What follows belongs to an exercise in optimizing a design on an open flow for small area; a production flow would make more cautious choices. Function was checked by simulation only, so behaviour that the tests miss may differ from the original.

## flow/design.v (module list and top-level ports; edited modules follow where they fit)
// module cordic: 2258 lines
module cordic #(
    parameter INPUT_DATA_WIDTH = 16,
    parameter ITERATIONS = 16
)(
    input wire i_clk,
    input wire i_resetn,
    input wire signed [INPUT_DATA_WIDTH - 1:0] i_xIn,
    input wire signed [INPUT_DATA_WIDTH - 1:0] i_yIn,
    input wire signed [31:0] i_angle,
    output reg signed [INPUT_DATA_WIDTH:0] o_xOut,
    output reg signed [INPUT_DATA_WIDTH:0] o_yOut
);
  // ...
==> flow/flow/run.sh <==
#!/bin/bash
# The standard layout (standard.sh: standard synthesis and the ORFS flow), with one change:
# the buffers that placement puts on the input and output ports are the smallest buffer cell,
# sky130_fd_sc_hd__buf_1, instead of the flow's default choice. The make output (every tool's
# output, in order) goes to standard_flow.log here; ORFS keeps each step's own log under orfs/logs.
set -euo pipefail
export BUFFER_PORTS_ARGS="-buffer_cell sky130_fd_sc_hd__buf_1"
bash standard.sh > standard_flow.log 2>&1
==> flow/standard.sh <==
#!/bin/bash
# synth_recipe.tcl (not shown) runs the flow's synth.tcl, then flattens the netlist and writes it again
# the make line also repeats each setting of config.mk as NAME=value (left out here)
make -C /OpenROAD-flow-scripts/flow DESIGN_CONFIG=/design/flow/config.mk WORK_HOME=/design/flow/orfs CLKGATE_MAP_FILE= SYNTH_SCRIPT=/design/flow/synth_recipe.tcl "${@:-finish}"
==> flow/config.mk <==
export PLATFORM = sky130hd
export DESIGN_NAME = cordic
export DESIGN_NICKNAME = cordic
export VERILOG_FILES = /design/flow/design.v
export SDC_FILE = /design/flow/constraint.sdc
export NUM_CORES = 4
export LEC_CHECK = 0
export CAP_MARGIN = 20
export CORE_MARGIN = 2
export CORE_UTILIZATION = 70
export CTS_CLUSTER_DIAMETER = 90
export CTS_CLUSTER_SIZE = 28
export SLEW_MARGIN = 20
==> flow/constraint.sdc <==
create_clock -name core_clock -period 5.5 [get_ports {i_clk}]
set_input_delay 1.1000 -clock core_clock [delete_from_list [all_inputs] [get_ports {i_clk}]]
set_output_delay 1.1000 -clock core_clock [all_outputs]
set_load 0.01 [all_outputs]
==> impl_metrics.csv, run 1 <==
group,metric,value,unit
status,outcome,"no timing/DRC/antenna violations",
detailed_routing,routedWlPerCell,17.8,um
critical_path,reg2reg_from,"r_dl10_10",
placement,placed_area,0.0409,mm2
global_route,gr-total-overflow,0,
die,initial_core_util,71.1,%
detailed_routing,route.top_layer_used,"met4",
logic_synthesis,synthAdderAreaFrac,22.8,%
detailed_routing,dr_total_vias,23500,
clocking,root_buffer,"clkbuf_16",
clocking,cts.path.max_buffers,3,
layout,syn_to_final_growth,8.37,%
clocking,post_cts_buffers,0,
layout,inverters,341,
placement,port_buffers,99,
min_path,hold_path.class,"flop to flop",
run,max-cap-violations,0,
global_route,met1_usage,34.6,%
clocking,clk-insertion-delay-late,0.61,ns
critical_path,rrSetupSlack,0.14,ns
die,nWellTaps,748,
logic_synthesis,netlist.area_leader.share,40.5,%
global_route,use_met3,2.89,%
layout,largest_reg_flops,31,
critical_path,start_kind,"flop",
layout,nets,4128,
critical_path,crit_slowest_cell,"or3_1",
layout,seq_share,39.5,%
logic_synthesis,synth_compound_area_share,6.06,%
clocking,cts_max_level,2,
layout,clk_share,2.60,%
critical_path,crit_end,"r_xn11[15]",
detailed_routing,drc,0,
logic_synthesis,synthCells,3433,
min_path,hold_depth,0,
clocking,clk_pin_slew_worst_paths,0.10,ns
min_path,min_from,"r_dl8_4",
critical_path,crit_chain,"xor2_1, fa_1, fa_1, fa_1, fa_1, fa_1, fa_1, fa_1, fa_1, fa_2, or3_1, nor4_2, a41oi_1, nor2_1, xor2_1",
==> run 2, diff against run 1 <==
--- a/flow/config.mk
+++ b/flow/config.mk
@@ -7,7 +7,7 @@
 export LEC_CHECK = 0
 export CAP_MARGIN = 20
 export CORE_MARGIN = 2
-export CORE_UTILIZATION = 70
+export CORE_UTILIZATION = 50
 export CTS_CLUSTER_DIAMETER = 90
 export CTS_CLUSTER_SIZE = 28
 export SLEW_MARGIN = 20
==> run 2 against run 1 <==
Against the previous run: non-clock buffer count decreased by 10; die area increased by 39%; maximum frequency rose by 0.48%; register-to-register slack improved by 0.03 ns; clock skew decreased by 0.0035 ns; via count down 2.5%; cell area is 0.48% higher; sequential share of layout area is 0.21 points lower; routed wire length shrank 7.9%.
==> impl_metrics.csv, run 2 <==
group,metric,value,unit
logic_synthesis,synth_most_common_cell,"dfxtp_1",
global_route,antenna_found_initial,5,
clocking,cts_hold_buffers,0,
critical_path,worst-path-buf-inv,0,
logic_synthesis,synthTopCellsByArea,"dfxtp_1 (40%), fa_1 (20%), xnor2_1 (8.8%)",
die,num_rows,102,
layout,final_cell_mix,"dfxtp_1 (769), xnor2_1 (393), fa_1 (364), inv_1 (338), xor2_1 (255)",
clocking,cts.path.max_buffers,3,
logic_synthesis,netlist.area_leader.share,40.5,%
detailed_routing,viasPerCell,4.96,
critical_path,timing_worst_setup_path_type,"flop to flop",
detailed_routing,firstDrtPassIters,5,
layout,largest_register,"r_a1",
detailed_routing,antenna_left,0,
clocking,cts_max_level,2,
critical_path,crit_slowest_cell,"fa_2",
logic_synthesis,synthCells,3433,
min_path,hold_path.class,"flop to flop",
timing,period_share,97.0,%
layout,syn_to_final_growth,8.89,%
layout,top_regs,"r_a1 x31, r_bn4 x28, r_bn7 x25",
timing,finalClockSkew,0.0275,ns
logic_synthesis,async_flop_share,4.10,%
logic_synthesis,synth_top_cell_by_area,"dfxtp_1",
die,initial_core_util,50.6,%
die,pin_count,100,
layout,largest_reg_flops,31,
status,outcome,"no timing/DRC/antenna violations",
logic_synthesis,netlist_top_cells_count,"dfxtp_1 (795), xnor2_1 (394), fa_1 (386)",
clocking,numCtsBuffers,37,
placement,port_buffers,99,
critical_path,start_kind,"flop",
critical_path,worstSetupEndpointType,"flop",
placement,place_congestion,0.847,
logic_synthesis,ys_seq_area_share,42.6,%
detailed_routing,dr_total_vias,22900,
detailed_routing,postRouteWirelength,71.2,mm
detailed_routing,drc,0,
logic_synthesis,synth_seq_cells,829,
clocking,clk_pin_slew_worst_paths,0.11,ns
layout,nets,4118,
critical_path,crit_path_max_fanout,4,
placement,placed_area,0.0413,mm2
critical_path,worst_path_most_repeated_cell,"fa_1",
layout,final_common_cell,"dfxtp_1",
timing,slew-limit-headroom,42.1,%
global_route,gr-total-overflow,0,
logic_synthesis,syn_area,0.0393,mm2
critical_path,max_stage_delay,0.45,ns
timing,tightest_slew,0.866,ns
clocking,cts_tree,"yes",
layout,fin_util,55.1,%
global_route,grt_pass1_wl,121,mm
layout,final_area,0.0428,mm2
timing,fmax,187,MHz
logic_synthesis,yosysWarnings,1,
detailed_routing,dr.first_iter.drc_count,1041,
critical_path,cp.arrival,5.83,ns
logic_synthesis,syn_area_per_cell,11.5,um2
logic_synthesis,synth_fp_nets,3984,
critical_path,cp.required,6.00,ns
global_route,grt_max_degree,69,
clocking,root_buffer,"clkbuf_16",
global_route,grt.total_usage,18.1,%
layout,drive_gt1_share,8.78,%
clocking,cts.sinks,829,
die,die_w,284,um
clocking,clk-insertion-delay-late,0.60,ns
run,max-cap-violations,0,
timing,finalHoldViolCount,0,
timing,min_period,5.33,ns
logic_synthesis,synth.distinct_cells,88,
die,die_y,284,um
critical_path,crit_family,"adder cells",
die,dieArea,0.0809,mm2
timing,setup_viol,0,
placement,place_hpwl,58.3,mm
timing,finalMaxSlewViolations,0,
critical_path,crit_chain,"mux2_2, fa_1, fa_1, fa_1, fa_1, fa_1, fa_1, fa_1, fa_2, fa_2, and3_1, and2_1, mux2_2, nand2_1, nor2_1, xor2_1",
die,coreArea,0.0777,mm2
logic_synthesis,synth_flop_cell,"dfxtp_1",
detailed_routing,routedWlPerCell,15.4,um
logic_synthesis,synth_edf_count,0,
global_route,grt_pass1_vias,24500,
==> run 2: cell families (layout without fill, tap and decap cells) <==
group / Yosys count / after routing / synth area share (%)
other: 0 / 4 / 0
AO/OA/AOI/OAI: 356 / 356 / 6.06
adder cells (fa/ha/maj): 485 / 485 / 22.8
AND/OR/NAND/NOR: 612 / 612 / 7.87
multiplexers: 64 / 64 / 1.71
XOR/XNOR: 656 / 656 / 14.7
flip-flops: 829 / 829 / 42.6
buffers and inverters: 431 / 576 / 4.19
==> run 2: final timing paths <==
check / from / slack (ns) / depth (start not counted) / to
setup / recovery: r_xn9[9] / 0.17 / 16 / r_yn10[16]
hold / removal: r_dl8_5 / 0.32 / 0 / r_dl8_6
setup reg to reg: r_xn9[9] / 0.17 / 16 / r_yn10[16]
hold reg to reg: r_dl8_5 / 0.32 / 0 / r_dl8_6
max in group asynchronous: i_resetn / 4.37 / 1 / r_x0[7]
min in group asynchronous: i_resetn / 0.60 / 1 / r_y0[16]
==> run 2: per-stage QoR <==
stage | hold WS, ns | setup slack [ns] | instances | setup TNS [ns]
5_1_grt | 0.336 | -0.0713 | 4622 | -0.222
3_5_place_dp | 0.312 | -0.0566 | 4563 | -0.232
3_3_place_gp | 0.311 | -0.0164 | 4563 | -0.0164
2_1_floorplan | 0.310 | -0.0275 | 3433 | -0.0275
4_1_cts | 0.329 | -0.00496 | 4613 | -0.00496
6_report | 0.321 | 0.166 | 4622 | 0
==> run 2: repair_timing <==
| action | CTS | global route |
|---|---|---|
| hold endpoints to repair | 0 | 0 |
| setup buffers | 0 | 5 |
| setup endpoints to repair | 11 | 86 |
| resized for setup | 7 | 119 |
| pin swaps | 0 | 13 |
==> run 2: layer usage <==
layer	up-vias	routed length, um	share of wire, %	GRT usage (%)
met4	2	1930	2.7	5.36
met1	11100	30700	43	22.4
met3	105	2130	3.0	2.06
li1	11400	-	-	-
met2	343	36400	51	32.9
met5	-	13	0.018	0
==> run 2: area by class of cell <==
cell class / instances / area, um2
diodes: 4 / 10.0
clock buffers: 37 / 926
clock inverters: 13 / 108
fillers: 6656 / 34900
inverters: 341 / 1280
multi-input cells: 2173 / 21300
flip-flops and latches: 829 / 16800
well taps: 1040 / 1300
repair buffers: 185 / 1060
==> run 3, diff against run 2 <==
--- a/flow/config.mk
+++ b/flow/config.mk
@@ -8,6 +8,6 @@
 export CAP_MARGIN = 20
 export CORE_MARGIN = 2
 export CORE_UTILIZATION = 50
-export CTS_CLUSTER_DIAMETER = 90
-export CTS_CLUSTER_SIZE = 28
+export CTS_CLUSTER_DIAMETER = 95
+export CTS_CLUSTER_SIZE = 32
 export SLEW_MARGIN = 20
==> run 3 against run 2 <==
Against the previous run: worst setup slack got worse by 0.025 ns; core utilization rose by 0.24 points; synthesized cell count is the same; flip-flop and latch count stayed put; critical path depth is the same; first-iteration DRC count is 0.58% lower; critical endpoint unchanged.
==> impl_metrics.csv, run 3 <==
group,metric,value,unit
logic_synthesis,synth_most_common_cell,"dfxtp_1",
critical_path,rr_endpoint,"r_yn10[16]",
logic_synthesis,synth_seq_cells,829,
timing,tightest_slew,0.866,ns
timing,min_period,5.36,ns
layout,final_common_cell,"dfxtp_1",
global_route,use_met3,2.30,%
layout,largest_reg_flops,31,
critical_path,timing_worst_setup_path_type,"flop to flop",
critical_path,crit_chain,"mux2_2, fa_1, fa_1, fa_1, fa_1, fa_1, fa_1, fa_1, fa_2, fa_2, and3_1, and2_1, mux2_2, nand2_1, nor2_1, xor2_1",
clocking,cts.sinks,829,
global_route,grt_pass1_wl,121,mm
logic_synthesis,netlist_top_cells_count,"dfxtp_1 (795), xnor2_1 (394), fa_1 (386)",
timing,timing.final.ws_setup,0.141,ns
critical_path,ff2ff_path_depth,16,
critical_path,crit_family,"adder cells",
logic_synthesis,synth.distinct_cells,88,
die,die_w,284,um
logic_synthesis,synth_top_cell_by_area,"dfxtp_1",
logic_synthesis,netlist.area_leader.share,40.5,%
clocking,root_buffer,"clkbuf_16",
clocking,clk-insertion-delay-late,0.60,ns
global_route,grt.total_usage,18.1,%
clocking,cts.path.max_buffers,3,
critical_path,cp.required,6.00,ns
logic_synthesis,ys_seq_area_share,42.6,%
critical_path,cp.arrival,5.86,ns
critical_path,worst-path-buf-inv,0,
die,num_rows,102,
global_route,grt_pass1_vias,24500,
die,pin_count,100,
critical_path,start_kind,"flop",
timing,slew-limit-headroom,42.1,%
detailed_routing,firstDrtPassIters,5,
critical_path,max_stage_delay,0.45,ns
layout,drive_gt1_share,9.19,%
global_route,use_met2,32.8,%
layout,syn_to_final_growth,9.35,%
logic_synthesis,syn_area_per_cell,11.5,um2
critical_path,worstSetupEndpointType,"flop",
global_route,antenna_found_initial,6,
placement,place_hpwl,58.3,mm
placement,port_buffers,99,
global_route,met1_usage,22.4,%
timing,finalHoldViolCount,0,
min_path,hold_depth,0,
min_path,worstHoldEndpoint,"r_dl6_3",
run,max-cap-violations,0,
logic_synthesis,async_flop_share,4.10,%
layout,final_cell_mix,"dfxtp_1 (768), xnor2_1 (393), fa_1 (361), inv_1 (338), xor2_1 (255)",
critical_path,crit_path_max_fanout,4,
timing,finalClockSkew,0.0216,ns
min_path,hold_path.class,"flop to flop",
critical_path,rrSetupSlack,0.14,ns
min_path,min_from,"r_d6",
global_route,grt_max_degree,69,
timing,finalMaxSlewViolations,0,
layout,top_regs,"r_a1 x31, r_bn4 x28, r_bn7 x25",
clocking,numCtsBuffers,36,
layout,largest_register,"r_a1",
placement,dp_slack,-0.0566,ns
clocking,cts_max_level,2,
detailed_routing,postRouteWirelength,71.2,mm
logic_synthesis,synthTopCellsByArea,"dfxtp_1 (40%), fa_1 (20%), xnor2_1 (8.8%)",
logic_synthesis,yosysWarnings,1,
global_route,busiest_layer,"met2",
global_route,gr-total-overflow,0,
logic_synthesis,syn_area,0.0393,mm2
die,coreArea,0.0777,mm2
clocking,clk_pin_slew_worst_paths,0.11,ns
critical_path,reg2reg_from,"r_xn9[9]",
detailed_routing,routedWlPerCell,15.4,um
timing,period_share,97.4,%
die,initial_core_util,50.6,%
clocking,cts_tree,"yes",
detailed_routing,viasPerCell,4.95,
critical_path,worst_path_most_repeated_cell,"fa_1",
critical_path,crit_slowest_cell,"fa_2",
detailed_routing,drc,0,
detailed_routing,dr.first_iter.drc_count,1035,
timing,setup_viol,0,
critical_path,path_depth,16,
layout,nets,4118,
logic_synthesis,synthCells,3433,
placement,place_congestion,0.847,
detailed_routing,antenna_left,0,
die,die_y,284,um
logic_synthesis,synth_flop_cell,"dfxtp_1",
timing,fmax,187,MHz
logic_synthesis,synth_fp_nets,3984,
detailed_routing,dr_total_vias,23000,
die,dieArea,0.0809,mm2
status,outcome,"no timing/DRC/antenna violations",
logic_synthesis,synth_edf_count,0,
-- run 3: cell counts after synthesis --
Identical to the previous run, type by type.
-- run 3: kinds of logic after synthesis --
logic type	synth area share, %
compound gates	6.06
buf+inv	4.19
mux	1.71
flops	42.6
simple gates	7.87
fa+ha+maj	22.8
xor+xnor	14.7
-- run 3: how the worst max path moves through the flow --
stage / endpoint / start
5_1_grt: r_xn16[16] / r_dl15_15
3_3_place_gp: r_yn7[16] / r_dl6_6
4_1_cts: r_yn12[16] / r_dl11_11
6_report: r_yn10[16] / r_xn9[9]
2_1_floorplan: r_yn16[16] / r_dl15_15
3_5_place_dp: r_yn7[16] / r_dl6_6
-- run 3: repair_timing --
action | CTS | global route
setup buffers | 0 | 6
hold buffers | 0 | 0
gates cloned | 0 | 0
pin swaps | 0 | 16
setup endpoints to repair | 11 | 82
gates resized for setup | 8 | 128
-- run 3: worst register-to-register path: stages, from the launching register on --
cell	delay, ns
dfxtp_2	0.35
mux2_2	0.35
fa_1	0.38
fa_1	0.38
fa_1	0.40
fa_1	0.40
fa_1	0.42
fa_1	0.40
fa_1	0.39
fa_2	0.36
fa_2	0.45
and3_1	0.20
and2_1	0.18
mux2_2	0.29
nand2_1	0.10
nor2_1	0.06
xor2_1	0.14
-- run 3: final cells by class --
class / instances / area, um2
Antenna cell: 5 / 12.5
Clock buffer: 42 / 965
Clock inverter: 19 / 213
Fill cell: 6631 / 34700
Inverter: 341 / 1280
Multi-Input combinational cell: 2173 / 21400
Sequential cell: 829 / 16800
Tap cell: 1040 / 1300
Timing Repair Buffer: 186 / 1070
-- run 3: layer usage --
metal / wire (um) / share of wire (%)
met5: 13 / 0.018
met3: 2160 / 3.0
met1: 30800 / 43
met2: 36400 / 51
met4: 1880 / 2.6
-- run 3: metrics by stage --
stage	hold WS, ns	util, %	instance area (um2)	std cells	TNS, ns
final	0.330	55.3	43000	4635	0
after detailed placement	0.312	53.1	41300	4563	-0.232
after global routing	0.319	55.3	43000	4635	-0.249
after floorplan	0.310	-	39400	3433	-0.0275
after CTS	0.333	54.6	42500	4624	0
after global placement	0.311	53.1	41300	4563	-0.0164
==> run 4, diff against run 3 <==
==> flow/config.mk (replaced) <==
export PLATFORM = sky130hd
export DESIGN_NAME = cordic
export DESIGN_NICKNAME = cordic
export VERILOG_FILES = /design/flow/design.v
export SDC_FILE = /design/flow/constraint.sdc
export NUM_CORES = 4
export LEC_CHECK = 0
export ABC_CLOCK_PERIOD_IN_PS = 6500
export CAP_MARGIN = 20
export CORE_MARGIN = 2
export CORE_UTILIZATION = 60
export CTS_CLUSTER_DIAMETER = 90
export CTS_CLUSTER_SIZE = 28
export SLEW_MARGIN = 20
==> run 4 against run 3 <==
Against the previous run: synthesized area unchanged; register-to-register slack is essentially flat; maximum frequency shrank 0.19%; via count up 0.43%; critical path depth unchanged; cell count decreased by 4.2%; synthesized cell count stayed put; die area is 16% lower; global-route usage is 4.7 points higher; sequential share of layout area is 0.31 points higher; worst setup slack worse by 0.010 ns; critical path type unchanged.
==> impl_metrics.csv, run 4 <==
group,metric,value,unit
critical_path,start_kind,"flop",
critical_path,rrSetupSlack,0.13,ns
detailed_routing,antenna_left,0,
timing,timing.final.ws_setup,0.131,ns
detailed_routing,dr.first_iter.drc_count,854,
critical_path,cp.arrival,5.89,ns
placement,port_buffers,99,
timing,min_period,5.37,ns
detailed_routing,viasPerCell,5.19,
logic_synthesis,synth.distinct_cells,88,
timing,tightest_slew,1.00,ns
logic_synthesis,syn_area_per_cell,11.5,um2
logic_synthesis,netlist_top_cells_count,"dfxtp_1 (795), xnor2_1 (394), fa_1 (386)",
timing,hold_slack,0.331,ns
layout,final_common_cell,"dfxtp_1",
global_route,grt_pass1_wl,124,mm
min_path,hold_path.class,"flop to flop",
clocking,root_buffer,"clkbuf_16",
logic_synthesis,yosysWarnings,1,
logic_synthesis,synth_flop_cell,"dfxtp_1",
critical_path,crit_chain,"mux2_2, fa_1, fa_2, fa_2, fa_1, fa_2, fa_1, fa_2, fa_2, fa_2, or3_4, nor4_4, a41oi_2, nor2_2, nand2_1, xnor2_1",
critical_path,cp.required,6.02,ns
timing,finalMaxSlewViolations,0,
layout,top_regs,"r_a1 x31, r_bn4 x28, r_bn7 x25",
detailed_routing,drc,0,
logic_synthesis,synth_top_cell_by_area,"dfxtp_1",
logic_synthesis,syn_area,0.0393,mm2
logic_synthesis,synth_xor_xnor_area_share,14.7,%
detailed_routing,wl_met2,39.3,mm
critical_path,crit_end,"r_yn12[16]",
run,max-cap-violations,0,
placement,place_hpwl,60.3,mm
critical_path,max_stage_delay,0.43,ns
logic_synthesis,synth_fp_nets,3984,
logic_synthesis,synth_most_common_cell,"dfxtp_1",
detailed_routing,drt-met1-wl,31.9,mm
die,pin_count,100,
critical_path,worstSetupStartpoint,"r_xn11[11]",
logic_synthesis,synthAdderAreaFrac,22.8,%
logic_synthesis,synth_mux_area_share,1.71,%
layout,syn_to_final_growth,8.52,%
detailed_routing,firstDrtPassIters,5,
status,outcome,"no timing/DRC/antenna violations",
detailed_routing,routedWlPerCell,16.8,um
critical_path,timing_worst_setup_path_type,"flop to flop",
global_route,grt_pass1_vias,24400,
global_route,antenna_found_initial,0,
logic_synthesis,ys_seq_area_share,42.6,%
logic_synthesis,synth-simple-area-share,7.87,%
placement,placed_area,0.0411,mm2
placement,place_congestion,0.885,
critical_path,ff2ff_path_depth,16,
die,die_y,260,um
timing,finalClockSkew,0.0282,ns
placement,place_inst,4383,
clocking,numCtsBuffers,38,
critical_path,reg2reg_from,"r_xn11[11]",
layout,n_fill_cell,4940,
clocking,cts.sinks,829,
logic_synthesis,netlist.area_leader.share,40.5,%
layout,final_cell_mix,"dfxtp_1 (768), xnor2_1 (393), fa_1 (346), inv_1 (338), xor2_1 (256)",
die,num_rows,93,
global_route,grt_max_degree,69,
die,dieArea,0.0676,mm2
timing,finalHoldViolCount,0,
timing,slew-limit-headroom,33.3,%
clocking,clk_pin_slew_worst_paths,0.10,ns
clocking,cts_hold_buffers,0,
layout,drive_gt1_share,9.10,%
layout,final_area,0.0427,mm2
clocking,cts_tree,"yes",
detailed_routing,postRouteWirelength,74.6,mm
global_route,grt.total_usage,22.8,%
die,initial_core_util,60.9,%
detailed_routing,route.top_layer_used,"met4",
layout,nets,4121,
logic_synthesis,synthTopCellsByArea,"dfxtp_1 (40%), fa_1 (20%), xnor2_1 (8.8%)",
global_route,gr-total-overflow,0,
critical_path,rr_endpoint,"r_yn12[16]",
critical_path,worstSetupEndpointType,"flop",
clocking,clk-insertion-delay-late,0.61,ns
logic_synthesis,synth_edf_count,0,
timing,setup_viol,0,
logic_synthesis,synthCells,3433,
die,die_w,260,um
critical_path,crit_slowest_cell,"fa_2",
clocking,cts_max_level,2,
timing,fmax,186,MHz
logic_synthesis,synth_seq_cells,829,
detailed_routing,wl_met3,1.95,mm
clocking,cts.path.max_buffers,3,
die,coreArea,0.0646,mm2
timing,period_share,97.6,%
logic_synthesis,synth_top_family_by_area,"adder cells",
placement,dp_slack,-0.0671,ns
critical_path,worst_path_most_repeated_cell,"fa_2",
layout,largest_reg_flops,31,
layout,antenna_cells,0,
critical_path,crit_path_max_fanout,3,
detailed_routing,dr_total_vias,23100,
layout,largest_register,"r_a1",
layout,finalNonFillerCells,4439,
logic_synthesis,async_flop_share,4.10,%
logic_synthesis,synth_compound_area_share,6.06,%
-- run 4: cell types whose count changed in the layout (fill, tap and decap cells not counted), moves of 4 or more --
cell / previous run / this run
fa_1: 361 / 346
fa_2: 25 / 40
diode_2: 5 / 0
nor4_1: 35 / 40
clkbuf_16: 37 / 41
inv_6: 6 / 2
-- run 4: per-layer routing --
layer  global-route usage [%]  up-vias
li1                         -    11400
met1                     28.8    11300
met2                     42.2      311
met3                     2.29       88
met4                     5.08        0
met5                        0        -
-- run 4: logic make-up after synthesis --
kind of cell | count (synthesis)
DFF | 829
xor gates and xnor gates | 656
and+or+nand+nor | 612
adders and majority gates | 485
buffers and inverters | 431
AOI/OAI and AO/OA | 356
muxes | 64
-- run 4: worst max-delay path, delay by kind of cell, from the launching register on --
family / cells / cell delay [ns]
multiplexers: 1 / 0.34
AO/OA/AOI/OAI: 1 / 0.09
XOR/XNOR: 1 / 0.17
adder cells (fa/ha/maj): 9 / 3.42
AND/OR/NAND/NOR: 4 / 0.94
flip-flops: 1 / 0.35
-- run 4: area by class of cell --
| class | instances | area [um2] | area share [%] |
|---|---|---|---|
| clock buffer | 42 | 1020 | 2.39 |
| inverter | 341 | 1280 | 3.00 |
| tap | 855 | 1070 | 2.51 |
| clock inverter | 12 | 148 | 0.346 |
| multi-input combinational | 2173 | 21300 | 49.9 |
| sequential | 829 | 16800 | 39.4 |
| timing repair buffer | 187 | 1070 | 2.51 |
-- run 4: how the worst min path moves through the flow --
stage	cells past startpoint	to	slack (ns)	startpoint
floorplan	0	r_bn13[0]	0.31	r_bn10[0]
global route	0	r_dl6_6	0.33	r_dl6_5
detailed placement	0	r_dl15_8	0.31	r_dl15_7
finish	0	r_dl12_7	0.33	r_dl12_6
global placement	0	r_dl8_5	0.31	r_dl8_4
CTS	0	r_dl12_7	0.33	r_dl12_6
-- run 4: repair_timing --
item / CTS / global route
pin swaps: 2 / 19
endpoints found under the setup margin: 8 / 79
setup buffers: 0 / 1
gates resized for setup: 10 / 115
gates cloned: 0 / 1
-- run 4: stage by stage --
step / util (%) / setup TNS [ns]
global route: 66.1 / -0.0877
finish: 66.1 / 0
global placement: 63.6 / 0
detailed placement: 63.6 / -0.123
floorplan: - / -0.0275
CTS: 65.4 / 0
==> run 5, diff against run 4 <==
==> flow/config.mk (replaced) <==
export PLATFORM = sky130hd
export DESIGN_NAME = cordic
export DESIGN_NICKNAME = cordic
export VERILOG_FILES = /design/flow/design.v
export SDC_FILE = /design/flow/constraint.sdc
export NUM_CORES = 4
export LEC_CHECK = 0
export CAP_MARGIN = 10
export CORE_MARGIN = 2
export CORE_UTILIZATION = 60
export CTS_CLUSTER_DIAMETER = 90
export CTS_CLUSTER_SIZE = 28
export SLEW_MARGIN = 10
==> run 5 against run 4 <==
Against the previous run: critical path type unchanged; flip-flop and latch count is the same; via count is the same; sequential share of layout area is the same; non-clock buffer count is the same; critical path depth is the same; still clean; synthesized cell count is the same.
==> impl_metrics.csv, run 5 <==
group,metric,value,unit
die,die_w,260,um
logic_synthesis,synth_top_cell_by_area,"dfxtp_1",
logic_synthesis,synthCells,3433,
layout,largest_reg_flops,31,
placement,place_congestion,0.885,
timing,finalClockSkew,0.0282,ns
critical_path,worstSetupEndpointType,"flop",
global_route,gr-total-overflow,0,
logic_synthesis,syn_area,0.0393,mm2
critical_path,start_kind,"flop",
status,outcome,"no timing/DRC/antenna violations",
global_route,grt_pass1_wl,124,mm
detailed_routing,antenna_left,0,
timing,min_period,5.37,ns
min_path,hold_path.class,"flop to flop",
layout,nets,4121,
logic_synthesis,synth_edf_count,0,
layout,largest_register,"r_a1",
global_route,grt_pass1_vias,24400,
placement,place_hpwl,60.3,mm
timing,finalHoldViolCount,0,
detailed_routing,routedWlPerCell,16.8,um
critical_path,ff2ff_path_depth,16,
die,pin_count,100,
logic_synthesis,yosysWarnings,1,
detailed_routing,postRouteWirelength,74.6,mm
clocking,cts_max_level,2,
logic_synthesis,synth_most_common_cell,"dfxtp_1",
clocking,cts.path.max_buffers,3,
critical_path,cp.arrival,5.89,ns
global_route,grt.total_usage,22.8,%
clocking,cts_tree,"yes",
critical_path,timing_worst_setup_path_type,"flop to flop",
clocking,root_buffer,"clkbuf_16",
critical_path,rr_endpoint,"r_yn12[16]",
clocking,clk-insertion-delay-late,0.61,ns
critical_path,crit_chain,"mux2_2, fa_1, fa_2, fa_2, fa_1, fa_2, fa_1, fa_2, fa_2, fa_2, or3_4, nor4_4, a41oi_2, nor2_2, nand2_1, xnor2_1",
layout,final_cell_mix,"dfxtp_1 (768), xnor2_1 (393), fa_1 (346), inv_1 (338), xor2_1 (256)",
run,max-cap-violations,0,
critical_path,cp.required,6.02,ns
timing,setup_viol,0,
logic_synthesis,synth.distinct_cells,88,
timing,period_share,97.6,%
critical_path,reg2reg_from,"r_xn11[11]",
detailed_routing,dr_total_vias,23100,
clocking,cts.sinks,829,
timing,tightest_slew,1.12,ns
logic_synthesis,synth_fp_nets,3984,
layout,syn_to_final_growth,8.52,%
logic_synthesis,synthTopCellsByArea,"dfxtp_1 (40%), fa_1 (20%), xnor2_1 (8.8%)",
global_route,grt_max_degree,69,
timing,fmax,186,MHz
layout,n_fill_cell,4940,
logic_synthesis,syn_area_per_cell,11.5,um2
critical_path,worst_path_most_repeated_cell,"fa_2",
placement,placed_area,0.0411,mm2
clocking,numCtsBuffers,38,
detailed_routing,firstDrtPassIters,5,
logic_synthesis,ys_seq_area_share,42.6,%
logic_synthesis,netlist_top_cells_count,"dfxtp_1 (795), xnor2_1 (394), fa_1 (386)",
die,initial_core_util,60.9,%
detailed_routing,viasPerCell,5.19,
min_path,hold_depth,0,
timing,tns,0,ns
global_route,met1_usage,28.8,%
min_path,worstHoldEndpoint,"r_dl12_7",
logic_synthesis,netlist.area_leader.share,40.5,%
die,num_rows,93,
logic_synthesis,async_flop_share,4.10,%
global_route,antenna_found_initial,0,
layout,final_area,0.0427,mm2
layout,top_regs,"r_a1 x31, r_bn4 x28, r_bn7 x25",
layout,final_common_cell,"dfxtp_1",
layout,antenna_cells,0,
global_route,busiest_layer,"met2",
detailed_routing,dr.first_iter.drc_count,854,
global_route,use_met3,2.29,%
critical_path,crit_slowest_cell,"fa_2",
detailed_routing,drc,0,
die,coreArea,0.0646,mm2
timing,hold_slack,0.331,ns
placement,port_buffers,99,
global_route,use_met2,42.2,%
critical_path,rrSetupSlack,0.13,ns
logic_synthesis,synth_flop_cell,"dfxtp_1",
timing,finalMaxSlewViolations,0,
critical_path,max_stage_delay,0.43,ns
timing,slew-limit-headroom,25.6,%
die,die_y,260,um
min_path,min_from,"r_dl12_6",
die,dieArea,0.0676,mm2
layout,drive_gt1_share,9.10,%
logic_synthesis,synth_seq_cells,829,
critical_path,crit_path_max_fanout,3,
clocking,clk_pin_slew_worst_paths,0.10,ns
-- run 5: cell counts after synthesis --
No cell type changed its count.
-- run 5: worst max path at each step --
stage | from | to | depth (start not counted)
2_1_floorplan | r_dl15_15 | r_yn16[16] | 15
3_3_place_gp | r_xn3[3] | r_yn4[16] | 18
3_5_place_dp | r_xn14[14] | r_yn15[16] | 16
4_1_cts | r_xn14[14] | r_yn15[16] | 16
5_1_grt | r_xn3[3] | r_yn4[16] | 18
6_report | r_xn11[11] | r_yn12[16] | 16
-- run 5: area by class of cell --
class                      instances  area, um2  share of cell area [%]
multi-input combinational       2173      21300                    49.9
sequential                       829      16800                    39.4
clock inverter                    12        148                   0.346
tap                              855       1070                    2.51
timing repair buffer             187       1070                    2.51
clock buffer                      42       1020                    2.39
inverter                         341       1280                    3.00
-- run 5: repair_timing --
action                     in CTS  in global routing
hold endpoints to repair        0                  0
gates resized for setup        10                115
hold buffers                    0                  0
pin swaps                       2                 19
buffers inserted                0                  1
setup endpoints to repair       8                 79
cloned                          0                  1
-- run 5: critical path, delay by kind of cell (launching register included) --
family | cells | cell delay, ns
muxes | 1 | 0.34
adders and majority gates | 9 | 3.42
and+or+nand+nor | 4 | 0.94
xor gates and xnor gates | 1 | 0.17
DFF | 1 | 0.35
AOI/OAI and AO/OA | 1 | 0.09
-- run 5: logic make-up after synthesis --
family	share of synthesized area, %
AOI/OAI and AO/OA	6.06
xor gates and xnor gates	14.7
adders and majority gates	22.8
buffers and inverters	4.19
DFF	42.6
muxes	1.71
and+or+nand+nor	7.87
-- run 5: layer usage --
metal  share of wire, %  routed length, um  vias to the layer above
li1                   -                  -                    11400
met1                 43              31900                    11300
met2                 53              39300                      315
met3                2.6               1960                       88
met4                1.9               1420                        0
met5                  0                  0                        -
-- run 5: metrics by stage --
| stage | std cells | worst slack [ns] | util (%) |
|---|---|---|---|
| floorplan | 3433 | -0.0275 | - |
| global placement | 4383 | 0.0465 | 63.6 |
| detailed placement | 4383 | -0.0671 | 63.6 |
| CTS | 4437 | 0.00649 | 65.4 |
| global route | 4439 | -0.0321 | 66.1 |
| finish | 4439 | 0.131 | 66.1 |
==> run 6, diff against run 5 <==
--- a/flow/config.mk
+++ b/flow/config.mk
@@ -5,9 +5,9 @@
 export SDC_FILE = /design/flow/constraint.sdc
 export NUM_CORES = 4
 export LEC_CHECK = 0
-export CAP_MARGIN = 10
+export CAP_MARGIN = 0
 export CORE_MARGIN = 2
 export CORE_UTILIZATION = 60
 export CTS_CLUSTER_DIAMETER = 90
 export CTS_CLUSTER_SIZE = 28
-export SLEW_MARGIN = 10
+export SLEW_MARGIN = 0
==> run 6 against run 5 <==
Against the previous run: still clean; clock skew did not move; non-clock buffer count did not move; synthesized area did not move; worst setup slack did not move; routed wire length did not move; core utilization did not move; global-route usage did not move; register-to-register slack barely moved; via count did not move; clock-buffer cell count did not move; critical endpoint unchanged; largest cell class unchanged.
==> impl_metrics.csv, run 6 <==
group,metric,value,unit
clocking,clk-insertion-delay-late,0.61,ns
logic_synthesis,synth_xor_xnor_area_share,14.7,%
die,die_w,260,um
placement,placed_area,0.0411,mm2
clocking,cts_max_level,2,
timing,finalHoldViolCount,0,
die,pin_count,100,
logic_synthesis,synthAdderAreaFrac,22.8,%
timing,min_period,5.37,ns
detailed_routing,dr.first_iter.drc_count,854,
logic_synthesis,synth_edf_count,0,
placement,place_congestion,0.885,
status,outcome,"no timing/DRC/antenna violations",
logic_synthesis,synthTopCellsByArea,"dfxtp_1 (40%), fa_1 (20%), xnor2_1 (8.8%)",
placement,place_hpwl,60.3,mm
placement,port_buffers,99,
logic_synthesis,syn_area_per_cell,11.5,um2
layout,drive_gt1_share,9.10,%
logic_synthesis,syn_area,0.0393,mm2
critical_path,cp.required,6.02,ns
logic_synthesis,synth_flop_cell,"dfxtp_1",
critical_path,crit_chain,"mux2_2, fa_1, fa_2, fa_2, fa_1, fa_2, fa_1, fa_2, fa_2, fa_2, or3_4, nor4_4, a41oi_2, nor2_2, nand2_1, xnor2_1",
clocking,root_buffer,"clkbuf_16",
layout,top_regs,"r_a1 x31, r_bn4 x28, r_bn7 x25",
die,dieArea,0.0676,mm2
critical_path,crit_slowest_cell,"fa_2",
die,coreArea,0.0646,mm2
logic_synthesis,yosysWarnings,1,
detailed_routing,firstDrtPassIters,5,
global_route,antenna_found_initial,0,
clocking,cts.sinks,829,
critical_path,rrSetupSlack,0.13,ns
layout,largest_reg_flops,31,
layout,n_fill_cell,4940,
global_route,grt_max_degree,69,
layout,final_cell_mix,"dfxtp_1 (768), xnor2_1 (393), fa_1 (346), inv_1 (338), xor2_1 (256)",
logic_synthesis,synth_compound_area_share,6.06,%
critical_path,max_stage_delay,0.43,ns
critical_path,crit_path_max_fanout,3,
logic_synthesis,synthCells,3433,
detailed_routing,routedWlPerCell,16.8,um
detailed_routing,dr_total_vias,23100,
logic_synthesis,netlist.area_leader.share,40.5,%
timing,finalMaxSlewViolations,0,
critical_path,worst_path_most_repeated_cell,"fa_2",
timing,tns,0,ns
clocking,cts_tree,"yes",
layout,syn_to_final_growth,8.52,%
global_route,gr-total-overflow,0,
run,max-cap-violations,0,
timing,tightest_slew,1.12,ns
logic_synthesis,async_flop_share,4.10,%
die,initial_core_util,60.9,%
timing,fmax,186,MHz
timing,slew-limit-headroom,25.6,%
die,die_y,260,um
logic_synthesis,synth_top_cell_by_area,"dfxtp_1",
clocking,cts.path.max_buffers,3,
detailed_routing,antenna_left,0,
critical_path,worstSetupEndpointType,"flop",
critical_path,worstSetupStartpoint,"r_xn11[11]",
layout,fin_util,66.1,%
logic_synthesis,synth-simple-area-share,7.87,%
min_path,hold_path.class,"flop to flop",
timing,setup_viol,0,
global_route,grt_pass1_vias,24400,
layout,final_area,0.0427,mm2
logic_synthesis,synth_top_family_by_area,"adder cells",
min_path,min_from,"r_dl12_6",
logic_synthesis,ys_seq_area_share,42.6,%
timing,finalClockSkew,0.0282,ns
layout,final_common_cell,"dfxtp_1",
layout,largest_register,"r_a1",
critical_path,timing_worst_setup_path_type,"flop to flop",
timing,period_share,97.6,%
die,num_rows,93,
logic_synthesis,synth.distinct_cells,88,
logic_synthesis,synth_most_common_cell,"dfxtp_1",
clocking,clk_pin_slew_worst_paths,0.10,ns
detailed_routing,postRouteWirelength,74.6,mm
logic_synthesis,synth_mux_area_share,1.71,%
critical_path,reg2reg_from,"r_xn11[11]",
critical_path,start_kind,"flop",
logic_synthesis,synth_fp_nets,3984,
detailed_routing,drc,0,
global_route,grt.total_usage,22.8,%
logic_synthesis,synth_seq_cells,829,
layout,antenna_cells,0,
logic_synthesis,netlist_top_cells_count,"dfxtp_1 (795), xnor2_1 (394), fa_1 (386)",
layout,nets,4121,
critical_path,cp.arrival,5.89,ns
clocking,numCtsBuffers,38,
global_route,grt_pass1_wl,124,mm
detailed_routing,viasPerCell,5.19,
-- run 6: cell counts in the layout (fill, tap and decap cells not counted) --
No cell type changed its count.
-- run 6: layout make-up --
type	count	area [um2]	area share [%]
inverters	341	1280	3.00
clock inverters	12	148	0.346
flip-flops and latches	829	16800	39.4
repair buffers	187	1070	2.51
well taps	855	1070	2.51
multi-input cells	2173	21300	49.9
clock buffers	42	1020	2.39
-- run 6: routing by layer --
| metal | GRT usage [%] | up-vias | wire (um) |
|---|---|---|---|
| li1 | - | 11400 | - |
| met1 | 28.8 | 11300 | 31900 |
| met2 | 42.2 | 315 | 39300 |
| met3 | 2.29 | 88 | 1960 |
| met4 | 5.08 | 0 | 1420 |
| met5 | 0 | - | 0 |
-- run 6: what timing repair did --
item,4_1_cts,5_1_grt
endpoints found under the hold margin,0,0
cloned,0,1
hold buffers,0,0
setup endpoints to repair,8,79
pin swaps,2,19
buffers inserted,0,1
gates resized for setup,10,115
-- run 6: logic make-up after synthesis --
kind of cell	after synthesis
AO/OA/AOI/OAI	356
XOR/XNOR	656
adder cells (fa/ha/maj)	485
buffers and inverters	431
flip-flops	829
multiplexers	64
AND/OR/NAND/NOR	612
-- run 6: final timing paths --
check                                  end  cells after the start
worst max-delay path            r_yn12[16]                     16
worst min-delay path              r_dl12_7                      0
worst max register to register  r_yn12[16]                     16
worst min register to register    r_dl12_7                      0
max in group asynchronous          r_y0[3]                      1
min in group asynchronous         r_y0[12]                      1
-- run 6: critical path, delay by kind of cell, from the launching register on --
kind | cells | cell delay [ns]
fa+ha+maj | 9 | 3.42
simple gates | 4 | 0.94
flops | 1 | 0.35
mux | 1 | 0.34
xor+xnor | 1 | 0.17
compound gates | 1 | 0.09
-- run 6: metrics by stage --
step | hold WS, ns | worst slack [ns] | instances
after CTS | 0.334 | 0.00649 | 4437
after floorplan | 0.310 | -0.0275 | 3433
after detailed placement | 0.312 | -0.0671 | 4383
after global placement | 0.311 | 0.0465 | 4383
final | 0.331 | 0.131 | 4439
after global routing | 0.333 | -0.0321 | 4439
==> run 7, diff against run 6 <==
--- a/flow/config.mk
+++ b/flow/config.mk
@@ -5,9 +5,10 @@
 export SDC_FILE = /design/flow/constraint.sdc
 export NUM_CORES = 4
 export LEC_CHECK = 0
-export CAP_MARGIN = 0
+export CAP_MARGIN = 20
 export CORE_MARGIN = 2
 export CORE_UTILIZATION = 60
 export CTS_CLUSTER_DIAMETER = 90
 export CTS_CLUSTER_SIZE = 28
-export SLEW_MARGIN = 0
+export GPL_TIMING_DRIVEN = 0
+export SLEW_MARGIN = 20
==> run 7 against run 6 <==
Against the previous run: cell area increased by 1.6%; routed wire length increased by 3.8%; cell count increased by 0.59%; die area unchanged; flip-flop and latch count unchanged; via count increased by 1.5%; global-route usage increased by 0.56 points; first-iteration DRC count increased by 37%; synthesized area unchanged; worst hold slack got worse by 0.033 ns; critical path type unchanged; highest routed layer unchanged.
==> impl_metrics.csv, run 7 <==
group,metric,value,unit
die,pin_count,100,
critical_path,start_kind,"flop",
logic_synthesis,synth.distinct_cells,88,
logic_synthesis,synth-simple-area-share,7.87,%
detailed_routing,drc,0,
clocking,root_buffer,"clkbuf_16",
logic_synthesis,synthCells,3433,
timing,hold_slack,0.297,ns
logic_synthesis,synthTopCellsByArea,"dfxtp_1 (40%), fa_1 (20%), xnor2_1 (8.8%)",
logic_synthesis,ys_seq_area_share,42.6,%
timing,tightest_slew,0.850,ns
layout,nets,4145,
logic_synthesis,syn_area_per_cell,11.5,um2
placement,port_buffers,96,
logic_synthesis,syn_area,0.0393,mm2
logic_synthesis,netlist_top_cells_count,"dfxtp_1 (795), xnor2_1 (394), fa_1 (386)",
clocking,cts_max_level,2,
logic_synthesis,synth_xor_xnor_area_share,14.7,%
clocking,clk_pin_slew_worst_paths,0.10,ns
global_route,grt_max_degree,35,
die,num_rows,93,
layout,syn_to_final_growth,10.3,%
layout,top_regs,"r_a1 x31, r_bn4 x28, r_bn7 x25",
logic_synthesis,synth_fp_nets,3984,
timing,slew-limit-headroom,43.0,%
clocking,cts.sinks,829,
critical_path,cp.required,5.99,ns
logic_synthesis,synth_flop_cell,"dfxtp_1",
logic_synthesis,synthAdderAreaFrac,22.8,%
clocking,numCtsBuffers,38,
die,initial_core_util,60.9,%
clocking,cts_hold_buffers,0,
layout,largest_register,"r_a1",
die,dieArea,0.0676,mm2
timing,period_share,97.5,%
placement,place_congestion,0.919,
layout,largest_reg_flops,31,
die,die_w,260,um
global_route,grt_pass1_wl,127,mm
critical_path,ff2ff_path_depth,18,
timing,rsz0062_at_grt,"yes",
timing,min_period,5.36,ns
detailed_routing,routedWlPerCell,17.3,um
logic_synthesis,synth_top_family_by_area,"adder cells",
logic_synthesis,synth_edf_count,0,
global_route,grt.total_usage,23.4,%
clocking,clk-insertion-delay-late,0.59,ns
die,coreArea,0.0646,mm2
logic_synthesis,synth_compound_area_share,6.06,%
clocking,cts.path.max_buffers,3,
layout,multi_input_area,0.0218,mm2
critical_path,cp.arrival,5.85,ns
logic_synthesis,synth_top_cell_by_area,"dfxtp_1",
logic_synthesis,netlist.area_leader.share,40.5,%
detailed_routing,viasPerCell,5.24,
critical_path,timing_worst_setup_path_type,"flop to flop",
timing,finalHoldViolCount,0,
placement,dp_slack,-0.598,ns
detailed_routing,dr.first_iter.drc_count,1173,
logic_synthesis,synth_seq_cells,829,
detailed_routing,postRouteWirelength,77.5,mm
die,die_y,260,um
detailed_routing,firstDrtPassIters,5,
critical_path,worstSetupEndpointType,"flop",
timing,timing.final.ws_setup,0.138,ns
detailed_routing,antenna_left,0,
global_route,gr-total-overflow,0,
min_path,hold_depth,0,
layout,n_fill_cell,4876,
clocking,cts_tree,"yes",
logic_synthesis,async_flop_share,4.10,%
run,max-cap-violations,0,
timing,setup_viol,0,
status,outcome,"no timing/DRC/antenna violations",
layout,final_common_cell,"dfxtp_1",
layout,drive_gt1_share,11.2,%
timing,finalClockSkew,0.0382,ns
min_path,hold_path.class,"flop to flop",
logic_synthesis,synth_mux_area_share,1.71,%
layout,antenna_cells,0,
global_route,antenna_found_initial,1,
logic_synthesis,yosysWarnings,1,
detailed_routing,dr_total_vias,23400,
critical_path,crit_path_max_fanout,10,
logic_synthesis,synth_most_common_cell,"dfxtp_1",
timing,finalMaxSlewViolations,0,
layout,layout.area.seq,0.0168,mm2
layout,final_cell_mix,"dfxtp_1 (771), xnor2_1 (390), inv_1 (336), fa_1 (283), xor2_1 (254)",
placement,place_hpwl,61.2,mm
timing,fmax,186,MHz
global_route,grt_pass1_vias,24700,
==> run 7: cell counts after synthesis <==
No cell type changed its count.
==> run 7: final cells by class <==
cell class / instances / area share (%)
timing repair buffer: 132 / 1.46
clock buffer: 43 / 2.33
inverter: 341 / 2.99
buffer: 79 / 1.34
tap: 855 / 2.47
clock inverter: 13 / 0.395
sequential: 829 / 38.8
multi-input combinational: 2173 / 50.3
==> run 7: metal layers <==
metal / GRT usage (%) / share of wire (%) / up-vias
met5: 0 / 0 / -
met4: 5.14 / 1.7 / 0
met3: 2.38 / 2.9 / 88
met2: 41.7 / 51 / 400
met1: 30.9 / 45 / 11500
li1: - / - / 11400
==> run 7: worst max-delay path: stages (launching register included) <==
cell and delay [ns]:
dfxtp_1 0.32, buf_6 0.13, buf_12 0.15, xnor2_1 0.15
fa_2 0.38, fa_1 0.40, fa_2 0.36, fa_1 0.40
fa_1 0.41, fa_1 0.41, fa_1 0.41, fa_2 0.38
fa_2 0.41, and3_1 0.20, and2_1 0.18, mux2_2 0.27
nand2_1 0.10, nor2_1 0.07, xor2_1 0.14
==> run 7: cells by family after synthesis <==
kind of cell	after synthesis
buf+inv	431
xor+xnor	656
flops	829
compound gates	356
mux	64
simple gates	612
fa+ha+maj	485
==> run 7: stage by stage <==
stage / TNS (ns) / utilization, % / std cells / instance area [um2]
after detailed placement: -29.52 / 63.2 / 4384 / 40800
final: 0 / 67.1 / 4465 / 43400
after CTS: 0 / 66.1 / 4442 / 42700
after global placement: -19.28 / 63.2 / 4384 / 40800
after floorplan: -0.0275 / - / 3433 / 39400
after global routing: -0.161 / 67.1 / 4465 / 43400
==> run 7: timing repair <==
action,4_1_cts,5_1_grt
setup buffers,9,27
setup endpoints to repair,127,98
pin swaps,14,39
resized for setup,176,153
==> run 7: path summary, 6_finish.rpt <==
| check | from | end | slack (ns) |
|---|---|---|---|
| worst max register to register | r_dl9_9 | r_yn10[16] | 0.14 |
| worst max-delay path | r_dl9_9 | r_yn10[16] | 0.14 |
| max in group asynchronous | i_resetn | r_y0[0] | 4.52 |
| min in group asynchronous | i_resetn | r_y0[11] | 0.54 |
| worst min register to register | r_dl6_3 | r_dl6_4 | 0.30 |
| worst min-delay path | r_dl6_3 | r_dl6_4 | 0.30 |
==> run 8, diff against run 7 <==
--- a/flow/config.mk
+++ b/flow/config.mk
@@ -10,5 +10,4 @@
 export CORE_UTILIZATION = 60
 export CTS_CLUSTER_DIAMETER = 90
 export CTS_CLUSTER_SIZE = 28
-export GPL_TIMING_DRIVEN = 0
 export SLEW_MARGIN = 20
==> run 8 against run 7 <==
Against the previous run: cell area down 1.6%; routed wire length down 3.7%; register-to-register slack about the same; synthesized area unchanged; worst setup slack worse by 0.0071 ns; global-route usage down 0.56 points.
==> impl_metrics.csv, run 8 <==
group,metric,value,unit
critical_path,start_kind,"flop",
detailed_routing,routedWlPerCell,16.8,um
detailed_routing,postRouteWirelength,74.6,mm
global_route,gr-total-overflow,0,
logic_synthesis,syn_area_per_cell,11.5,um2
min_path,hold_depth,0,
logic_synthesis,synth_fp_nets,3984,
timing,finalClockSkew,0.0282,ns
layout,syn_to_final_growth,8.52,%
timing,min_period,5.37,ns
layout,top_regs,"r_a1 x31, r_bn4 x28, r_bn7 x25",
global_route,met1_usage,28.8,%
logic_synthesis,synth_most_common_cell,"dfxtp_1",
critical_path,reg2reg_from,"r_xn11[11]",
die,dieArea,0.0676,mm2
die,die_w,260,um
layout,largest_reg_flops,31,
layout,drive_gt1_share,9.10,%
global_route,grt_pass1_wl,124,mm
clocking,cts_max_level,2,
logic_synthesis,synth_seq_cells,829,
critical_path,crit_path_max_fanout,3,
detailed_routing,dr_total_vias,23100,
global_route,grt_pass1_vias,24400,
timing,tightest_slew,1.00,ns
critical_path,crit_slowest_cell,"fa_2",
global_route,use_met2,42.2,%
global_route,use_met3,2.29,%
clocking,cts.sinks,829,
logic_synthesis,synth_edf_count,0,
min_path,worstHoldEndpoint,"r_dl12_7",
status,outcome,"no timing/DRC/antenna violations",
timing,slew-limit-headroom,33.3,%
clocking,cts_tree,"yes",
layout,final_area,0.0427,mm2
critical_path,cp.arrival,5.89,ns
layout,final_cell_mix,"dfxtp_1 (768), xnor2_1 (393), fa_1 (346), inv_1 (338), xor2_1 (256)",
logic_synthesis,netlist.area_leader.share,40.5,%
timing,finalHoldViolCount,0,
layout,final_common_cell,"dfxtp_1",
logic_synthesis,synthTopCellsByArea,"dfxtp_1 (40%), fa_1 (20%), xnor2_1 (8.8%)",
detailed_routing,antenna_left,0,
die,pin_count,100,
placement,place_inst,4383,
clocking,numCtsBuffers,38,
die,die_y,260,um
global_route,grt_max_degree,69,
critical_path,crit_chain,"mux2_2, fa_1, fa_2, fa_2, fa_1, fa_2, fa_1, fa_2, fa_2, fa_2, or3_4, nor4_4, a41oi_2, nor2_2, nand2_1, xnor2_1",
timing,fmax,186,MHz
critical_path,timing_worst_setup_path_type,"flop to flop",
logic_synthesis,synth_flop_cell,"dfxtp_1",
global_route,antenna_found_initial,0,
critical_path,worstSetupEndpointType,"flop",
logic_synthesis,async_flop_share,4.10,%
run,max-cap-violations,0,
logic_synthesis,synth.distinct_cells,88,
timing,period_share,97.6,%
timing,timing.final.ws_setup,0.131,ns
clocking,clk-insertion-delay-late,0.61,ns
critical_path,worst-path-buf-inv,0,
placement,dp_slack,-0.0671,ns
critical_path,ff2ff_path_depth,16,
logic_synthesis,netlist_top_cells_count,"dfxtp_1 (795), xnor2_1 (394), fa_1 (386)",
layout,finalNonFillerCells,4439,
timing,finalMaxSlewViolations,0,
clocking,clk_pin_slew_worst_paths,0.10,ns
logic_synthesis,yosysWarnings,1,
die,num_rows,93,
placement,port_buffers,99,
die,initial_core_util,60.9,%
placement,place_hpwl,60.3,mm
global_route,grt.total_usage,22.8,%
timing,hold_slack,0.331,ns
critical_path,crit_family,"adder cells",
critical_path,rrSetupSlack,0.13,ns
placement,placed_area,0.0411,mm2
critical_path,max_stage_delay,0.43,ns
logic_synthesis,ys_seq_area_share,42.6,%
detailed_routing,dr.first_iter.drc_count,854,
detailed_routing,viasPerCell,5.19,
critical_path,rr_endpoint,"r_yn12[16]",
global_route,busiest_layer,"met2",
detailed_routing,firstDrtPassIters,5,
die,coreArea,0.0646,mm2
logic_synthesis,synth_top_cell_by_area,"dfxtp_1",
logic_synthesis,syn_area,0.0393,mm2
placement,place_congestion,0.885,
critical_path,cp.required,6.02,ns
min_path,hold_path.class,"flop to flop",
logic_synthesis,synthCells,3433,
timing,setup_viol,0,
clocking,root_buffer,"clkbuf_16",
critical_path,worst_path_most_repeated_cell,"fa_2",
detailed_routing,drc,0,
layout,largest_register,"r_a1",
clocking,cts.path.max_buffers,3,
layout,nets,4121,
min_path,min_from,"r_dl12_6",
layout,antenna_cells,0,
-- run 8: cell counts after synthesis --
Identical to the previous run, type by type.
-- run 8: cells by family (layout without fill, tap and decap cells) --
group	count (synthesis)	count (layout)	share of synthesized area [%]
simple gates	612	612	7.87
compound gates	356	356	6.06
flops	829	829	42.6
fa+ha+maj	485	485	22.8
xor+xnor	656	656	14.7
buf+inv	431	582	4.19
mux	64	64	1.71
-- run 8: how the worst max path moves through the flow --
| stage | startpoint | endpoint | slack (ns) | cells past startpoint |
|---|---|---|---|---|
| 2_1_floorplan | r_dl15_15 | r_yn16[16] | -0.03 | 15 |
| 3_3_place_gp | r_xn3[3] | r_yn4[16] | 0.05 | 18 |
| 3_5_place_dp | r_xn14[14] | r_yn15[16] | -0.07 | 16 |
| 4_1_cts | r_xn14[14] | r_yn15[16] | 0.006 | 16 |
| 5_1_grt | r_xn3[3] | r_yn4[16] | -0.03 | 18 |
| 6_report | r_xn11[11] | r_yn12[16] | 0.13 | 16 |
-- run 8: stage by stage --
stage	utilization (%)	setup TNS, ns
finish	66.1	0
global route	66.1	-0.0877
CTS	65.4	0
detailed placement	63.6	-0.123
global placement	63.6	0
floorplan	-	-0.0275
-- run 8: final cells by class --
type,count,area (um2)
Inverter,341,1280
Multi-Input combinational cell,2173,21300
Fill cell,4940,21900
Timing Repair Buffer,187,1070
Clock buffer,42,1020
Clock inverter,12,148
Tap cell,855,1070
Sequential cell,829,16800
-- run 8: metal layers --
| layer | part of all wire (%) | routed length, um |
|---|---|---|
| met1 | 43 | 31900 |
| met2 | 53 | 39300 |
| met3 | 2.6 | 1950 |
| met4 | 1.9 | 1420 |
| met5 | 0 | 0 |
-- run 8: timing repair --
item / 4_1_cts / 5_1_grt
hold endpoints to repair: 0 / 0
buffers inserted: 0 / 1
hold buffers: 0 / 0
setup endpoints to repair: 8 / 79
cloned: 0 / 1
pin swaps: 2 / 19
resized for setup: 10 / 115
-- run 8: worst reg2reg max path, stage by stage (launching register included) --
cell and delay (ns):
dfxtp_2 0.35, mux2_2 0.34, fa_1 0.39, fa_2 0.37
fa_2 0.36, fa_1 0.41, fa_2 0.36, fa_1 0.39
fa_2 0.36, fa_2 0.36, fa_2 0.43, or3_4 0.40
nor4_4 0.27, a41oi_2 0.09, nor2_2 0.20, nand2_1 0.08
xnor2_1 0.17
==> run 9, diff against run 8 <==
==> flow/run.sh (new file) <==
#!/bin/bash
# synth_recipe.tcl (not shown) runs the flow's synth.tcl, then flattens the netlist and writes it again
# the make line also repeats each setting of config.mk as NAME=value (left out here)
make -C /OpenROAD-flow-scripts/flow DESIGN_CONFIG=/design/flow/config.mk WORK_HOME=/design/flow/orfs CLKGATE_MAP_FILE= SYNTH_SCRIPT=/design/flow/synth_recipe.tcl finish
removed: flow/flow/run.sh
removed: flow/standard.sh
==> run 9 against run 8 <==
Against the previous run: largest cell class unchanged; global-route usage hardly changed; critical path depth unchanged; flip-flop and latch count unchanged; still clean on timing, DRC and antenna; cell area is 1.6% higher; highest routed layer unchanged; die area is the same; critical endpoint is now r_yn10[16].
==> impl_metrics.csv, run 9 <==
group,metric,value,unit
status,outcome,"no timing/DRC/antenna violations",
clocking,cts_hold_buffers,0,
clocking,cts_tree,"yes",
placement,placed_area,0.0416,mm2
logic_synthesis,ys_seq_area_share,42.6,%
critical_path,crit_family,"adder cells",
global_route,gr-total-overflow,0,
timing,finalClockSkew,0.0343,ns
detailed_routing,postRouteWirelength,75.2,mm
min_path,hold_depth,0,
die,die_w,260,um
critical_path,crit_path_max_fanout,3,
critical_path,worstSetupEndpointType,"flop",
clocking,clk-insertion-delay-late,0.60,ns
layout,drive_gt1_share,9.13,%
logic_synthesis,yosysWarnings,1,
timing,period_share,96.5,%
timing,tns,0,ns
logic_synthesis,synth_flop_cell,"dfxtp_1",
layout,nets,4116,
timing,min_period,5.30,ns
timing,finalHoldViolCount,0,
detailed_routing,dr.first_iter.drc_count,908,
logic_synthesis,synthTopCellsByArea,"dfxtp_1 (40%), fa_1 (20%), xnor2_1 (8.8%)",
layout,multi_input_area,0.0213,mm2
logic_synthesis,synth_edf_count,0,
layout,n_fill_cell,4835,
timing,slew-limit-headroom,33.3,%
critical_path,rrSetupSlack,0.20,ns
detailed_routing,viasPerCell,5.20,
critical_path,crit_chain,"mux2_2, fa_1, fa_2, fa_1, fa_1, fa_1, fa_1, fa_1, fa_1, fa_2, and3_1, and2_1, mux2_2, nand2_1, nor2_1, xor2_1",
logic_synthesis,synth_seq_cells,829,
clocking,cts.path.max_buffers,3,
die,initial_core_util,60.9,%
critical_path,timing_worst_setup_path_type,"flop to flop",
critical_path,max_stage_delay,0.42,ns
die,pin_count,100,
layout,largest_reg_flops,31,
critical_path,start_kind,"flop",
global_route,grt_max_degree,69,
layout,largest_register,"r_a1",
layout,layout.area.seq,0.0168,mm2
global_route,antenna_found_initial,0,
min_path,hold_path.class,"flop to flop",
min_path,min_from,"r_dl7_4",
timing,setup_viol,0,
timing,fmax,189,MHz
critical_path,worst_path_most_repeated_cell,"fa_1",
die,die_y,260,um
die,num_rows,93,
clocking,cts.sinks,829,
detailed_routing,routedWlPerCell,16.9,um
critical_path,cp.required,5.99,ns
detailed_routing,dr_total_vias,23100,
layout,antenna_cells,0,
clocking,clk_pin_slew_worst_paths,0.10,ns
detailed_routing,drc,0,
logic_synthesis,synth.distinct_cells,88,
detailed_routing,antenna_left,0,
layout,final_cell_mix,"dfxtp_1 (765), xnor2_1 (392), fa_1 (349), inv_1 (338), xor2_1 (255)",
min_path,worstHoldEndpoint,"r_dl7_5",
logic_synthesis,netlist_top_cells_count,"dfxtp_1 (795), xnor2_1 (394), fa_1 (386)",
clocking,cts_max_level,2,
layout,syn_to_final_growth,10.3,%
logic_synthesis,synthCells,3433,
clocking,root_buffer,"clkbuf_16",
logic_synthesis,synth_fp_nets,3984,
logic_synthesis,synth_top_cell_by_area,"dfxtp_1",
layout,final_common_cell,"dfxtp_1",
critical_path,crit_slowest_cell,"fa_1",
logic_synthesis,async_flop_share,4.10,%
layout,top_regs,"r_a1 x31, r_bn4 x28, r_bn7 x25",
critical_path,worstSetupStartpoint,"r_xn9[9]",
placement,place_congestion,0.886,
timing,tightest_slew,1.00,ns
critical_path,worst-path-buf-inv,0,
logic_synthesis,netlist.area_leader.share,40.5,%
logic_synthesis,syn_area,0.0393,mm2
critical_path,reg2reg_from,"r_xn9[9]",
global_route,grt.total_usage,22.8,%
run,max-cap-violations,0,
critical_path,ff2ff_path_depth,16,
clocking,numCtsBuffers,39,
detailed_routing,firstDrtPassIters,4,
die,coreArea,0.0646,mm2
timing,finalMaxSlewViolations,0,
critical_path,rr_endpoint,"r_yn10[16]",
logic_synthesis,syn_area_per_cell,11.5,um2
die,dieArea,0.0676,mm2
layout,final_area,0.0434,mm2
placement,port_buffers,99,
global_route,grt_pass1_wl,124,mm
critical_path,cp.arrival,5.80,ns
global_route,grt_pass1_vias,24300,
placement,place_hpwl,60.6,mm
logic_synthesis,synth_most_common_cell,"dfxtp_1",
-- run 9: changes by cell type in the layout (fill, tap and decap cells not counted), moves of 4 or more --
cell / change
a21oi_2: +4
clkdlybuf4s50_1: +97
buf_1: -96
buf_4: -7
a21oi_1: -4
-- run 9: metal layers --
layer / vias up / share of wire (%) / global-route usage, %
met1: 11300 / 43 / 28.6
li1: 11300 / - / -
met2: 318 / 52 / 42.0
met4: 0 / 2.5 / 6.08
met3: 110 / 2.5 / 2.29
met5: - / 0 / 0
-- run 9: cell type report --
class,count,share of cell area (%)
well taps,855,2.47
clock buffers,45,2.40
inverters,341,2.95
clock inverters,14,0.508
multi-input cells,2173,49.1
repair buffers,181,3.77
flip-flops and latches,829,38.8
-- run 9: worst max path at each step --
stage,endpoint,slack [ns],cells after the start
after global placement,r_yn15[16],0.08,16
after global routing,r_xn16[15],-0.05,16
after detailed placement,r_yn15[16],-0.05,16
final,r_yn10[16],0.20,16
after floorplan,r_yn16[16],-0.03,15
after CTS,r_yn16[16],0.009,14
-- run 9: metrics by stage --
step / cells / hold WS (ns) / utilization (%) / setup WS (ns)
final: 4438 / 0.321 / 67.2 / 0.195
after global placement: 4378 / 0.310 / 64.5 / 0.0806
after global routing: 4438 / 0.337 / 67.2 / -0.0550
after detailed placement: 4378 / 0.312 / 64.5 / -0.0453
after CTS: 4437 / 0.325 / 66.5 / 0.00894
after floorplan: 3433 / 0.310 / - / -0.0275
-- run 9: cells by family after synthesis --
logic type / count (synthesis) / synth area share (%)
muxes: 64 / 1.71
AOI/OAI and AO/OA: 356 / 6.06
adders and majority gates: 485 / 22.8
buffers and inverters: 431 / 4.19
xor gates and xnor gates: 656 / 14.7
DFF: 829 / 42.6
and+or+nand+nor: 612 / 7.87
-- run 9: timing repair --
action	in CTS	in global routing
pin swaps	2	18
cloned	0	1
setup buffers	0	0
setup endpoints to repair	11	78
gates resized for setup	13	123

==> static timing again, ports no longer ideal <==
No port has a modelled driver above. Below, the same layouts with a new extraction and two added sets of constraints.
Step 1: set_driving_cell puts a clkbuf_16 on i_clk and a buf_2 on each other input, an assumption about the parent block.
Step 2 adds t to the input delays and takes it off the output delays; t is the mean of the earliest and latest rising clock arrival at the registers after step 1. Input paths then give back, and output paths get back, about the clock's delay inside the block.
Three values: ideal, step 1, step 2; two values: the first two.
| run | t (ns) | slack for setup (ns) | hold slack, ns |
|---|---|---|---|
| run 1 | 0.660 | 0.141 / 0.141 / 0.141 | 0.316 / 0.316 / 0.316 |
| run 2 | 0.655 | 0.166 / 0.166 / 0.166 | 0.321 / 0.321 / 0.321 |
| run 3 | 0.657 | 0.141 / 0.141 / 0.141 | 0.330 / 0.330 / 0.330 |
| run 4 | 0.657 | 0.131 / 0.131 / 0.131 | 0.331 / 0.331 / 0.331 |
| run 5 | 0.657 | 0.131 / 0.131 / 0.131 | 0.331 / 0.331 / 0.331 |
| run 6 | 0.657 | 0.131 / 0.131 / 0.131 | 0.331 / 0.331 / 0.331 |
| run 7 | 0.649 | 0.138 / 0.138 / 0.138 | 0.297 / 0.297 / 0.297 |
| run 8 | 0.657 | 0.131 / 0.131 / 0.131 | 0.331 / 0.331 / 0.331 |
| run 9 | 0.646 | 0.195 / 0.195 / 0.195 | 0.321 / 0.321 / 0.321 |
After both steps setup and hold are still met in every run listed.
